Context: an optimization exercise on an open-source flow, tuned for small area. The choices shown serve that exercise and are no tape-out recipe.
Function was checked by simulation only, so behaviour that the tests miss may differ from the original.
Power figures rest on the tool's default switching activity, not on a simulated workload.

// Mitm
module Mitm(
	input wire CLK,
	input wire rst,  
	input wire RX,
	output wire TX,
	output wire C4,  
	output wire C5,  
	input wire C6,  
	input wire C7,  
	output reg LED1
);
reg [1:0] state;
wire green  = ~state[1];
wire normal = ~state[0];
reg grn, fwd_bs, fwd_bg;
wire [7:0] data, bs_data_rx, bg_data_rx;
wire usb_valid, bs_valid, bg_valid;
wire [2:0] usb_idx, bs_idx, bg_idx;
Receiver r_usb(.clk(CLK), .rst(rst), .din(RX), .data(data), .valid(usb_valid));
Receiver r_bs (.clk(CLK), .rst(rst), .din(C6), .data(bs_data_rx), .valid(bs_valid));
Receiver r_bg (.clk(CLK), .rst(rst), .din(C7), .data(bg_data_rx), .valid(bg_valid));
wire [7:0] G = 8'd71;
wire bg_en = green | normal & bs_valid;
wire bs_en = green | normal & bg_valid & ~bs_valid;
Transmitter t_usb(.clk(CLK), .rst(rst), .en(usb_valid), .idx(usb_idx),
	.bit_in(data[usb_idx]), .dout(TX));
Transmitter #(1) t_bs(.clk(CLK), .rst(rst), .en(bs_en), .idx(bs_idx),
	.bit_in(fwd_bs ? bg_data_rx[bs_idx] : grn & G[bs_idx]), .dout(C4));
Transmitter #(1) t_bg(.clk(CLK), .rst(rst), .en(bg_en), .idx(bg_idx),
	.bit_in(fwd_bg ? bs_data_rx[bg_idx] : grn & G[bg_idx]), .dout(C5));
wire cmd = usb_valid & (data[7:4] == 4'b0100) & data[2] & data[1] & (data[3] | data[0]);
always @(posedge CLK) begin
	if (rst) begin
		state <= 2'b11;
		LED1 <= 1'b0;
		grn <= 1'b0;
  ...
Size in the first run: roughly 520 cells after synthesis, ~9 I/O pins, roughly 4400 um^2 of cells after synthesis.
clock: 10.0 ns
lec_check: 0
cap_margin: 20
core_margin: 2
core_utilization: 60
slew_margin: 20
standard.sh (not shown) runs the stock make flow with config.mk's settings and CLKGATE_MAP_FILE= SYNTH_SCRIPT=/design/flow/synth_recipe.tcl, a recipe that flattens the netlist after the stock synthesis.
==> flow/flow/run.sh <==
#!/bin/bash
# The standard layout, with three changes:
# - synthesis maps the logic with an area-oriented ABC script (flow/synth_area.tcl);
# - clock tree: small clock buffers and no dummy loads on the leaf nets;
# - port buffers: the smallest buffer (repair may still resize it).
set -euo pipefail
export AREA_ABC_SCRIPT="$PWD/flow/abc_area.script"
export CTS_ARGS="-sink_clustering_enable -repair_clock_nets -dont_use_dummy_load -root_buf sky130_fd_sc_hd__clkbuf_8 -buf_list sky130_fd_sc_hd__clkbuf_4 -sink_clustering_size 14 -sink_clustering_max_diameter 60"
export BUFFER_PORTS_ARGS="-buffer_cell sky130_fd_sc_hd__buf_1"
bash standard.sh SYNTH_SCRIPT="$PWD/flow/synth_area.tcl" synth > synth.log 2>&1
bash standard.sh finish > standard.log 2>&1
==> flow/flow/abc_area.script <==
strash
dch
map -a
topo
dnsize -c
==> flow/flow/synth_area.tcl <==
# synth_recipe.tcl (the standard synthesis) with one change: ABC maps the
# logic with an area-oriented script (abc_area.script beside this file)
# instead of ORFS's delay-oriented one. Registers are mapped before ABC runs,
# so they are the same as in the standard synthesis.
proc synth {args} { yosys synth -nofsm -noshare {*}$args }
proc abc {args} {
  set i [lsearch $args -script]
  if { $i >= 0 } { lset args [expr {$i + 1}] $::env(AREA_ABC_SCRIPT) }
  yosys abc {*}$args
}
source $::env(SCRIPTS_DIR)/synth.tcl
# left out here: clear keep_hierarchy, flatten, clean up, hide names made inside functions, write 1_2_yosys.v
Change:
==> flow/flow/run.sh (replaced) <==
#!/bin/bash
# The standard layout, with two changes:
# - clock tree: small clock buffers and no dummy loads on the leaf nets
#   (the design is small and its clock tree needs no balancing loads);
# - port buffers: the smallest buffer (repair may still resize it).
set -euo pipefail
export CTS_ARGS="-sink_clustering_enable -repair_clock_nets -dont_use_dummy_load -root_buf sky130_fd_sc_hd__clkbuf_8 -buf_list sky130_fd_sc_hd__clkbuf_4 -sink_clustering_size 14 -sink_clustering_max_diameter 60"
export BUFFER_PORTS_ARGS="-buffer_cell sky130_fd_sc_hd__buf_1"
bash standard.sh finish > standard.log 2>&1
removed: flow/flow/abc_area.script
removed: flow/flow/synth_area.tcl
=>
- sequential cell count does not change
- non-clock buffer count stays the same
- sequential share of layout area falls by 1.6 points
- via count falls by 5.7%
- worst setup slack gets better by 0.26 ns
- area after synthesis rises by 5.4%
- global-route usage falls by 0.55 points
- combinational power falls by 44%
Change:
--- a/flow/flow/run.sh
+++ b/flow/flow/run.sh
@@ -2,3 +2,3 @@
-# The standard layout, with two changes:
-# - clock tree: small clock buffers and no dummy loads on the leaf nets
-#   (the design is small and its clock tree needs no balancing loads);
+# The standard layout, with three changes:
+# - synthesis maps the logic with an area-oriented ABC script (flow/synth_area.tcl);
+# - clock tree: small clock buffers and no dummy loads on the leaf nets;
@@ -6,0 +7 @@
+export AREA_ABC_SCRIPT="$PWD/flow/abc_area.script"
@@ -8,0 +10 @@
+bash standard.sh SYNTH_SCRIPT="$PWD/flow/synth_area.tcl" synth > synth.log 2>&1
==> flow/flow/abc_area.script (new file) <==
&get -n
&st
&syn3
&dch -f
&nf -R 1000 -p -F 8 -A 4
&put
topo
==> flow/flow/synth_area.tcl (new file) <==
# synth_recipe.tcl (the standard synthesis) with one change: ABC maps the
# logic with an area-oriented script (abc_area.script beside this file)
# instead of ORFS's delay-oriented one. Registers are mapped before ABC runs,
# so they are the same as in the standard synthesis.
proc synth {args} { yosys synth -nofsm -noshare {*}$args }
proc abc {args} {
  set i [lsearch $args -script]
  if { $i >= 0 } { lset args [expr {$i + 1}] $::env(AREA_ABC_SCRIPT) }
  yosys abc {*}$args
}
source $::env(SCRIPTS_DIR)/synth.tcl
# left out here: clear keep_hierarchy, flatten, clean up, hide names made inside functions, write 1_2_yosys.v
Effect: The changed run finished with timing, DRC and antenna clean; area after synthesis is lower by 6.6%; total power falls by 18%; final area fell by 4.5%.
Change:
==> flow/flow/run.sh (replaced) <==
#!/bin/bash
# The standard layout, with two changes:
# - clock tree: small clock buffers and no dummy loads on the leaf nets
#   (the design is small and its clock tree needs no balancing loads);
# - port buffers: the smallest buffer (repair may still resize it).
set -euo pipefail
export CTS_ARGS="-sink_clustering_enable -repair_clock_nets -dont_use_dummy_load -root_buf sky130_fd_sc_hd__clkbuf_8 -buf_list sky130_fd_sc_hd__clkbuf_8 -sink_clustering_size 20 -sink_clustering_max_diameter 80"
export BUFFER_PORTS_ARGS="-buffer_cell sky130_fd_sc_hd__buf_1"
bash standard.sh finish > standard.log 2>&1
removed: flow/flow/abc_area.script
removed: flow/flow/synth_area.tcl
Effect: The changed run ran to the end with no violations; design area grows by a few percent; global-route usage grows by 0.76 points; via count grows by a few percent; sequential power grows by roughly a tenth; synthesized cell count grows by a little under a tenth; final cell count grows by a few percent; worst hold slack gains 0.023 ns; routed wire length grows by roughly a tenth; first-iteration DRC count shrinks by a few percent; total power grows by about a fifth; maximum frequency grows by roughly a tenth.
Change:
--- a/flow/flow/run.sh
+++ b/flow/flow/run.sh
@@ -7 +7 @@
-export CTS_ARGS="-sink_clustering_enable -repair_clock_nets -dont_use_dummy_load -root_buf sky130_fd_sc_hd__clkbuf_8 -buf_list sky130_fd_sc_hd__clkbuf_8 -sink_clustering_size 20 -sink_clustering_max_diameter 80"
+export CTS_ARGS="-sink_clustering_enable -repair_clock_nets -dont_use_dummy_load -root_buf sky130_fd_sc_hd__clkbuf_16 -buf_list sky130_fd_sc_hd__clkbuf_4 -sink_clustering_size 12 -sink_clustering_max_diameter 50"
What happened: The changed run passed the timing, DRC and antenna checks. Die area does not change. Final cell count does not change. Clock power grows by well over a third. Count of clock-buffer cells in the layout is unchanged. Utilization grows by 1.3 points. Total power grows by roughly a tenth. Via count shrinks slightly. Sequential cell count stays the same. Worst setup slack degrades by 0.031 ns. Routed wire length shrinks slightly.

static timing again, ports no longer ideal:
The flow's constraints put no driver on any port. The routed layouts listed below were extracted and timed again, unchanged, in two steps. Step 1: set_driving_cell puts a clkbuf_16 on CLK and a buf_2 on each other input, an assumption about the parent block. Step 2 adds t to the input delays and takes it off the output delays; t is the mean of the earliest and latest rising clock arrival at the registers after step 1. Input paths then give back, and output paths get back, about the clock's delay inside the block. Slacks: no drivers / after step 1 / after step 2; pairs: no drivers / after step 1.
| run | shift t [ns] | setup slack, ns | slew at the worst register clock pin (ns) | cell pins on the clock port's net |
|---|---|---|---|---|
| the first run | 0.380 | 6.828 / 6.837 / 6.457 | 0.10 / 0.10 | 1 |
| the second run | 0.377 | 7.087 / 7.097 / 6.720 | 0.09 / 0.09 | 1 |
| the third run | 0.370 | 6.794 / 6.802 / 6.432 | 0.11 / 0.11 | 1 |
| the fourth run | 0.377 | 7.087 / 7.097 / 6.720 | 0.09 / 0.09 | 1 |
| the fifth run | 0.361 | 7.055 / 7.070 / 6.709 | 0.07 / 0.07 | 1 |
After both steps setup and hold are still met in every run listed. For the first run, which loses most, drivers alone change the setup slack by +0.009 ns; drivers and shift together by -0.371 ns.
